What follows belongs to an exercise in optimizing a design on an open flow for small area, a short achievable clock period and few clock cycles; a production flow would make more cautious choices.
Function was checked by simulation only, so behaviour that the tests miss may differ from the original.
Power and IR drop assume default switching activity.

$ cat flow/config.mk
export PLATFORM = sky130hd
export DESIGN_NAME = axi_stream_insert_header
export DESIGN_NICKNAME = axi_stream_insert_header
export VERILOG_FILES = /design/flow/design.v
export SDC_FILE = /design/flow/constraint.sdc
export NUM_CORES = 4
export LEC_CHECK = 0
export CAP_MARGIN = 20
export CORE_MARGIN = 2
export CORE_UTILIZATION = 50
export SETUP_SLACK_MARGIN = 2.6
export SLEW_MARGIN = 20
export SYNTH_HIERARCHICAL = 1
$ cat flow/constraint.sdc
create_clock -name core_clock -period 5.5 [get_ports {clk}]
set_input_delay 1.1000 -clock core_clock [delete_from_list [all_inputs] [get_ports {clk}]]
set_output_delay 1.1000 -clock core_clock [all_outputs]
set_load 0.01 [all_outputs]
$ cat flow/design.v
module axi_stream_insert_header #(
    parameter DATA_WD = 256,
    parameter DATA_BYTE_WD = DATA_WD / 8,
    parameter BYTE_CNT_WD = $clog2(DATA_BYTE_WD)
) (
    input clk,
    input rst_n,
    input                                   valid_in,
    input       [DATA_WD-1 : 0]             data_in,
    input       [DATA_BYTE_WD-1 : 0]        keep_in,
    input                                   last_in,
    output                                  ready_in,
    output                                  valid_out,
    output      [DATA_WD-1 : 0]             data_out,
    output      [DATA_BYTE_WD-1 : 0]        keep_out,
    output                                  last_out,
    input                                   ready_out,
    input                                   valid_insert,
    input       [DATA_WD-1 : 0]             data_insert,
    input       [DATA_BYTE_WD-1 : 0]        keep_insert,
    input       [BYTE_CNT_WD : 0]           byte_insert_cnt,
    output                                  ready_insert
);
    reg                         hdr_r;       
    reg                         xsel_r;      
    reg                         hb_r;        
    reg                         spill_r;     
    reg  [BYTE_CNT_WD-1:0]      cnt_r;       
    reg  [3:0]                  sa_r;        
    reg  [3:0]                  sb_r;        
    reg  [2:0]                  sc_r;        
    reg  [DATA_BYTE_WD-1:0]     hmask_r;     
    reg  [DATA_WD-1:0]          buf_r;
    reg                         valid_out_r;
    reg                         last_out_r;
    reg  [DATA_BYTE_WD-1:0]     lkeep_r;     
    reg  [DATA_WD-1:0]          data_out_r;
    wire adv = ~valid_out_r | ready_out;
    genvar g;
    wire spill_c = |(keep_in & hmask_r);
    wire hdr32   = byte_insert_cnt[BYTE_CNT_WD];
    assign ready_in     = hdr_r & ~hb_r & adv;
    assign ready_insert = ~hdr_r & adv;
    wire   in_hs    = valid_in & ready_in;
    wire   hdr_hs   = valid_insert & ready_insert;
    wire   end_now  = in_hs & last_in & ~spill_c;            
    wire   to_idle  = end_now | (spill_r & adv);
    wire [DATA_BYTE_WD-1:0] rka, rkb, rk;
    wire [2*DATA_BYTE_WD-1:0] kk = {keep_in, keep_in};
    generate
        for (g = 0; g < DATA_BYTE_WD; g = g + 1) begin : g_rka
            axi_stream_insert_header_ao4 u_rka (.s(sa_r), .d({kk[g+24], kk[g+16], kk[g+8], kk[g]}), .y(rka[g]));
        end
    endgenerate
    wire [2*DATA_BYTE_WD-1:0] kka = {rka, rka};
    generate
        for (g = 0; g < DATA_BYTE_WD; g = g + 1) begin : g_rkb
            axi_stream_insert_header_ao4 u_rkb (.s(sb_r), .d({kka[g+6], kka[g+4], kka[g+2], kka[g]}), .y(rkb[g]));
        end
    endgenerate
    assign rk = sc_r[1] ? {rkb[0], rkb[31:1]} : rkb;
    wire [DATA_BYTE_WD-1:0] tmask;
    generate
        for (g = 0; g < DATA_BYTE_WD; g = g + 1) begin : g_tmask
            assign tmask[g] = hmask_r[DATA_BYTE_WD - 1 - g];
        end
    endgenerate
    wire [DATA_BYTE_WD-1:0] lkeep = spill_c ? (rk & tmask) : (rk | tmask);
    wire [DATA_WD-1:0] x = xsel_r ? data_in : data_insert;
    wire               hb_nx = hdr_hs ? hdr32 : (hb_r & ~adv);
    wire [8*63-1:0] s0 = {buf_r[8*31-1:0], data_in};
    wire [8*39-1:0] sa;
    wire [8*33-1:0] sb;
    wire [DATA_WD-1:0] fun;
    genvar l;
    generate
        for (l = 0; l < 8*39; l = l + 1) begin : g_sa
            axi_stream_insert_header_ao4 u_sa (.s(sa_r), .d({s0[l+8*24], s0[l+8*16], s0[l+8*8], s0[l]}), .y(sa[l]));
        end
        for (l = 0; l < 8*33; l = l + 1) begin : g_sb
            axi_stream_insert_header_ao4 u_sb (.s(sb_r), .d({sa[l+8*6], sa[l+8*4], sa[l+8*2], sa[l]}), .y(sb[l]));
        end
        for (l = 0; l < 8*32; l = l + 1) begin : g_sc
            axi_stream_insert_header_ao3 u_sc (.s(sc_r), .d({buf_r[l], sb[l+8], sb[l]}), .y(fun[l]));
        end
    endgenerate
    wire [BYTE_CNT_WD-1:0] cnt_nx = hdr_hs  ? (hdr32 ? {BYTE_CNT_WD{1'b0}} : byte_insert_cnt[BYTE_CNT_WD-1:0]) :
                                    to_idle ? {BYTE_CNT_WD{1'b0}} : cnt_r;
    always @(posedge clk) begin
        if (!rst_n) begin
            hdr_r   <= 1'b0;
            xsel_r  <= 1'b0;
            hb_r    <= 1'b0;
            spill_r <= 1'b0;
            cnt_r   <= 0;
            sa_r    <= 4'b0001;
            sb_r    <= 4'b0001;
            sc_r    <= 3'b001;
        end else begin
            if (hdr_hs)
                hdr_r <= 1'b1;
            else if (in_hs && last_in)
                hdr_r <= 1'b0;
            xsel_r <= hdr_hs | (xsel_r & ~(in_hs & last_in));
            hb_r   <= hb_nx;
            if (in_hs && last_in && spill_c)
                spill_r <= 1'b1;
            else if (adv)
                spill_r <= 1'b0;
            cnt_r  <= cnt_nx;
            sa_r   <= 4'b0001 << cnt_nx[4:3];
            sb_r   <= 4'b0001 << cnt_nx[2:1];
            sc_r   <= hb_nx ? 3'b100 : (3'b001 << cnt_nx[0]);
        end
    end
    always @(posedge clk) begin
        if (hdr_hs || in_hs)
            buf_r <= x;
        if (hdr_hs)
            hmask_r <= hdr32 ? {DATA_BYTE_WD{1'b0}} : keep_insert;
    end
    always @(posedge clk) begin
        if (!rst_n) begin
            valid_out_r <= 1'b0;
            last_out_r  <= 1'b0;
        end else if (adv) begin
            valid_out_r <= in_hs | spill_r | hb_r;
            last_out_r  <= spill_r | end_now;
        end
    end
    always @(posedge clk) begin
        if (adv)
            data_out_r <= fun;
        if (in_hs)
            lkeep_r <= lkeep;
    end
    assign valid_out = valid_out_r;
    assign last_out  = last_out_r;
    assign data_out  = data_out_r;
    assign keep_out  = lkeep_r | {DATA_BYTE_WD{~last_out_r}};
endmodule
module axi_stream_insert_header_ao4 (
    input  [3:0] s,
    input  [3:0] d,
    output       y
);
    assign y = |(s & d);
endmodule
module axi_stream_insert_header_ao3 (
    input  [2:0] s,
    input  [2:0] d,
    output       y
);
    assign y = |(s & d);
endmodule
$ cat flow/flow/run.sh
#!/bin/bash
# Standard ORFS layout (the standard.sh), with the port buffers that
# global placement inserts made from sky130_fd_sc_hd__buf_1 instead of the
# cell buffer_ports would pick; timing repair still resizes them as needed.
set -euo pipefail
export BUFFER_PORTS_ARGS="-buffer_cell sky130_fd_sc_hd__buf_1"
bash standard.sh finish > standard_flow.log 2>&1
$ cat flow/standard.sh
#!/bin/bash
# synth_recipe.tcl (not shown) runs the flow's synth.tcl, then flattens the netlist and writes it again
# the make line also repeats each setting of config.mk as NAME=value (left out here)
make -C /OpenROAD-flow-scripts/flow DESIGN_CONFIG=/design/flow/config.mk WORK_HOME=/design/flow/orfs CLKGATE_MAP_FILE= SYNTH_SCRIPT=/design/flow/synth_recipe.tcl "${@:-finish}"
==> notes.md <==
==> sequential cells by signal (all words and copies together) (netlist names), 3 cells and up <==
register	flops
buf_r	256
data_out_r	256
hmask_r	32
lkeep_r	32
cnt_r	5
sa_r	4
sb_r	4
sc_r	3
==> Yosys stat by module, one instance, submodules excluded <==
module	cell area, um2	flops+latches	times used
axi_stream_insert_header	22400	597	1
axi_stream_insert_header_ao3	13.8	0	256
axi_stream_insert_header_ao4	18.8	0	640
==> how the worst max path moves through the flow <==
stage	start	cells after the start	end
5_1_grt	sa_r[2]$_SDFF_PN0_	7	data_out_r[191]$_DFFE_PN_
4_1_cts	last_out_r$_SDFFE_PN0N_	3	keep_out[11]
2_1_floorplan	ready_out	7	sa_r[1]$_SDFF_PP0_
3_3_place_gp	ready_out	7	buf_r[29]$_DFFE_PP_
3_5_place_dp	ready_out	7	buf_r[29]$_DFFE_PP_
6_report	ready_out	4	ready_in
==> cell families (layout without fill, tap and decap cells) <==
| logic type | after synthesis | after routing |
|---|---|---|
| flip-flops | 597 | 597 |
| adder cells (fa/ha/maj) | 32 | 32 |
| AO/OA/AOI/OAI | 1574 | 1574 |
| AND/OR/NAND/NOR | 748 | 750 |
| buffers and inverters | 305 | 1310 |
| other | 0 | 32 |
| multiplexers | 288 | 288 |
==> through the flow <==
stage / instance area (um2) / total power [uW] / utilization (%) / hold WS (ns) / setup TNS (ns)
after global placement: 42900 / 11700 / 56.8 / 0.498 / 0
after detailed placement: 42900 / 11700 / 56.8 / 0.514 / 0
after global routing: 45400 / 17100 / 60.1 / 0.568 / 0
after CTS: 45200 / 16300 / 59.8 / 0.525 / 0
after floorplan: 38000 / 9660 / - / 0.480 / -296.03
final: 45400 / 16500 / 60.1 / 0.526 / 0
==> cell type report <==
| cell class | instances | area share [%] |
|---|---|---|
| Timing Repair Buffer | 931 | 8.76 |
| Multi-Input combinational cell | 2644 | 42.2 |
| Inverter | 258 | 2.14 |
| Clock inverter | 25 | 0.606 |
| Antenna cell | 32 | 0.176 |
| Sequential cell | 597 | 39.1 |
| Tap cell | 978 | 2.70 |
| Clock buffer | 96 | 4.32 |
==> synthesized netlist by cell type <==
cell       count  area share, %
o221a_2        1          0.030
o21ai_1        6          0.079
a2bb2oi_1      1          0.023
nor2b_4        1          0.036
buf_6          2          0.059
edfxtp_1     576             46
a21oi_1        4          0.053
nor3_1         2          0.026
nor3b_2        2          0.066
o41a_1         1          0.030
or4b_4         1          0.036
nor2b_1       33           0.54
mux2_2       288            8.5
and2_1         5          0.082
and3_1         3          0.049
maj3_1        32           0.84
nand4_1        4          0.066
clkbuf_1      45           0.44
a32oi_2        4           0.17
nand3_1        2          0.026
a31oi_1        1          0.016
dfxtp_1       21            1.1
nand2_1      650            6.4
nand2b_1      34           0.56
or2_2          1          0.016
o21a_2         1          0.023
nor4_2         1          0.033
a22oi_1     1297             26
o21ai_0        2          0.026
nor2_1         7          0.069
inv_1        258            2.5
nor3b_1        2          0.040
a222oi_1     256            6.7
==> power groups by stage <==
stage,clock [uW],combinational [uW],sequential [uW]
CTS,4710,4900,6730
global placement,0,4850,6820
global route,4870,5460,6770
floorplan,0,2570,7090
detailed placement,0,4860,6810
finish,4680,5100,6730
==> repair_timing <==
item / 4_1_cts / 5_1_grt
setup buffers: 1 / 2
cloned: 1 / 2
resized for setup: 2 / 5
setup endpoints to repair: 267 / 265
==> metal layers <==
layer,part of all wire [%],GRT usage [%]
met1,37,53.1
met4,5.7,22.3
met2,45,60.4
met3,13,11.0
met5,0.19,0
==> worst max-delay path: stages <==
cell and delay, ns:
buf_1 0.10, nor2b_4 0.28, nor3b_2 0.10, buf_1 0.15
==> results by group <==
Run status
  – Status: no timing/DRC/antenna violations

Cells and area
  – Fin cells: 5561
  – FF+latch area: 17800 um2
  – Multi-input gate area: 19100 um2
  – Layout Nets: 5090
  – Most frequent cells in the layout: 1297 x a22oi_1, 879 x buf_1, 650 x nand2_1, 576 x edfxtp_1, 288 x mux2_2
  – Area grow syn2layout: 19.5%
  – Most common cell after layout, fill and taps aside: a22oi_1
  – Fraction of layout cells with a size suffix above 1: 10.3%
  – Fill cells: 6694

Floorplan
  – Chip Height: 280 um
  – Num rows: 101
  – Width of the die: 280 um
  – Initial core utilization: 50.3%
  – Die ar.: 78200 um2
  – I/O pins: 880
  – Core ar.: 75600 um2

Global routing
  – Largest net degree at the start of global routing: 232
  – Total GRT Usage: 40.4%
  – First-pass GRT wire length: 238 mm
  – Initial antenna violation count: 60
  – Vias in the first global route: 35925
  – Grt ovf: 0

Clock tree
  – Clock Latency Late Sink: 0.61 ns
  – Clk pin slew, worst setup/hold paths: 0.06 ns
  – # clock sinks: 597
  – Clock buffer depth: 3
  – CTS Hold Buffers Added: 0
  – Total CTS buffers: 70
  – Clk root buf: clkbuf_16
  – TritonCTS clock tree: built
  – Htree depth: 3

STA
  – Setup ws final: 2.67 ns
  – Final Max Tran Viols: 0
  – Max-slew headroom: 25.6%
  – Clk_skew: 0.0185 ns
  – # setup viols final: 0
  – Crit path time final: 2.83 ns
  – Fmax: 353 MHz
  – RSZ-0062 raised after global routing: no
  – Final hold vios: 0
  – Worst-margin pin slew: 1.12 ns
  – Period Utilization, post-route: 51.5%

Synthesis
  – Yosys reg bits: 597
  – Syn Area/Cell: 10.7 um2
  – Post-synth cell types: 33
  – Syn nets: 4132
  – Compound-Gate Fraction of Synth Area: 32.8%
  – Post-Synth Adder-Cell Area: 0.843%
  – Mux contribution to synthesized area: 8.54%
  – Simple-gate share of the synthesized area: 8.07%
  – Synth Area in XOR/XNOR: 0%
  – Yosys warns: 7
  – Register area share after synthesis: 46.7%
  – Main combinational cell family by area after synthesis: compound AO/OA/AOI/OAI gates
  – Post-synthesis cell count: 3544
  – Netlist Area Pre-Place: 38000 um2

Critical path
  – Worst Path Required: 4.40 ns
  – Reg2reg end: data_out_r[246]$_DFFE_PN_
  – Crit Path Max Fanout: 10
  – R2R Setup Slk: 2.69 ns
  – R2r startpoint: sa_r[2]$_SDFF_PN0_
  – Setup crit end kind: output port
  – FF-to-FF path depth: 7
  – Worst Setup Path Type: in -> out
  – WP data arrival: 1.73 ns
  – Worst Setup Start Kind: input pin

Hold path
  – Hold WC Path Type: reg -> reg
  – Hold Path Cell Cnt: 2
  – Hold_sp: cnt_r[0]$_SDFF_PN0_
  – Hold EP: cnt_r[0]$_SDFF_PN0_

Detailed routing
  – Post-DRT Antenna Nets: 0
  – Post-DR wirelength/cell: 30.1 um
  – DRT iter0 DRCs: 7240
  – Post-DR vias/cell: 7.14
  – First drt pass iteration count: 11
  – Post-Route WL: 167 mm
  – # DRC: 0
  – Total number of vias: 39719

Flow run
  – Max Cap Violations: 0

Power
  – Clock power share: 28.3%
  – IR drop worst, VDD: 0.000287 V
  – Switch share: 35.4%
  – Net Sw Power: 5840 uW
  – P_leak: 0.0166 uW
  – Logic gate share of total power: 30.9%
  – Internal Power: 10700 uW
  – PwrDens: 364 nW/um2
  – Seq pwr share: 40.8%

Place
  – Placer Congestion: 0.987
  – Hpwl dp: 115 mm
  – Port Buf Inserts: 879
  – Placed Cells incl. Taps: 5401
  – Post-Place Worst Slack: 1.68 ns
Testbench counts, summed over its fixed seeds: cycles 11,524.

-- afterwards: timing with drivers on the ports --
No port has a modelled driver above. Below, the same layout with a new extraction and two added sets of constraints. Step 1 assumes that a clkbuf_16 drives the clock port and a buf_2 every other input. Step 2, shift: input delay + t, output delay - t, t = (earliest + latest rising clock arrival at the registers) / 2. This alone moves slack from input paths to output paths. a / b / c = no drivers / after step 1 / after step 2; a / b = the first two.
shift t [ns]: 0.671
slack for setup (ns): 2.667 / 2.646 / 2.100
worst setup path after step 2: input to register
worst data-port slew with drivers (ns): 0.18
After both steps setup and hold are still met in this run. For this run, drivers alone change the setup slack by -0.021 ns; drivers and shift together by -0.567 ns.
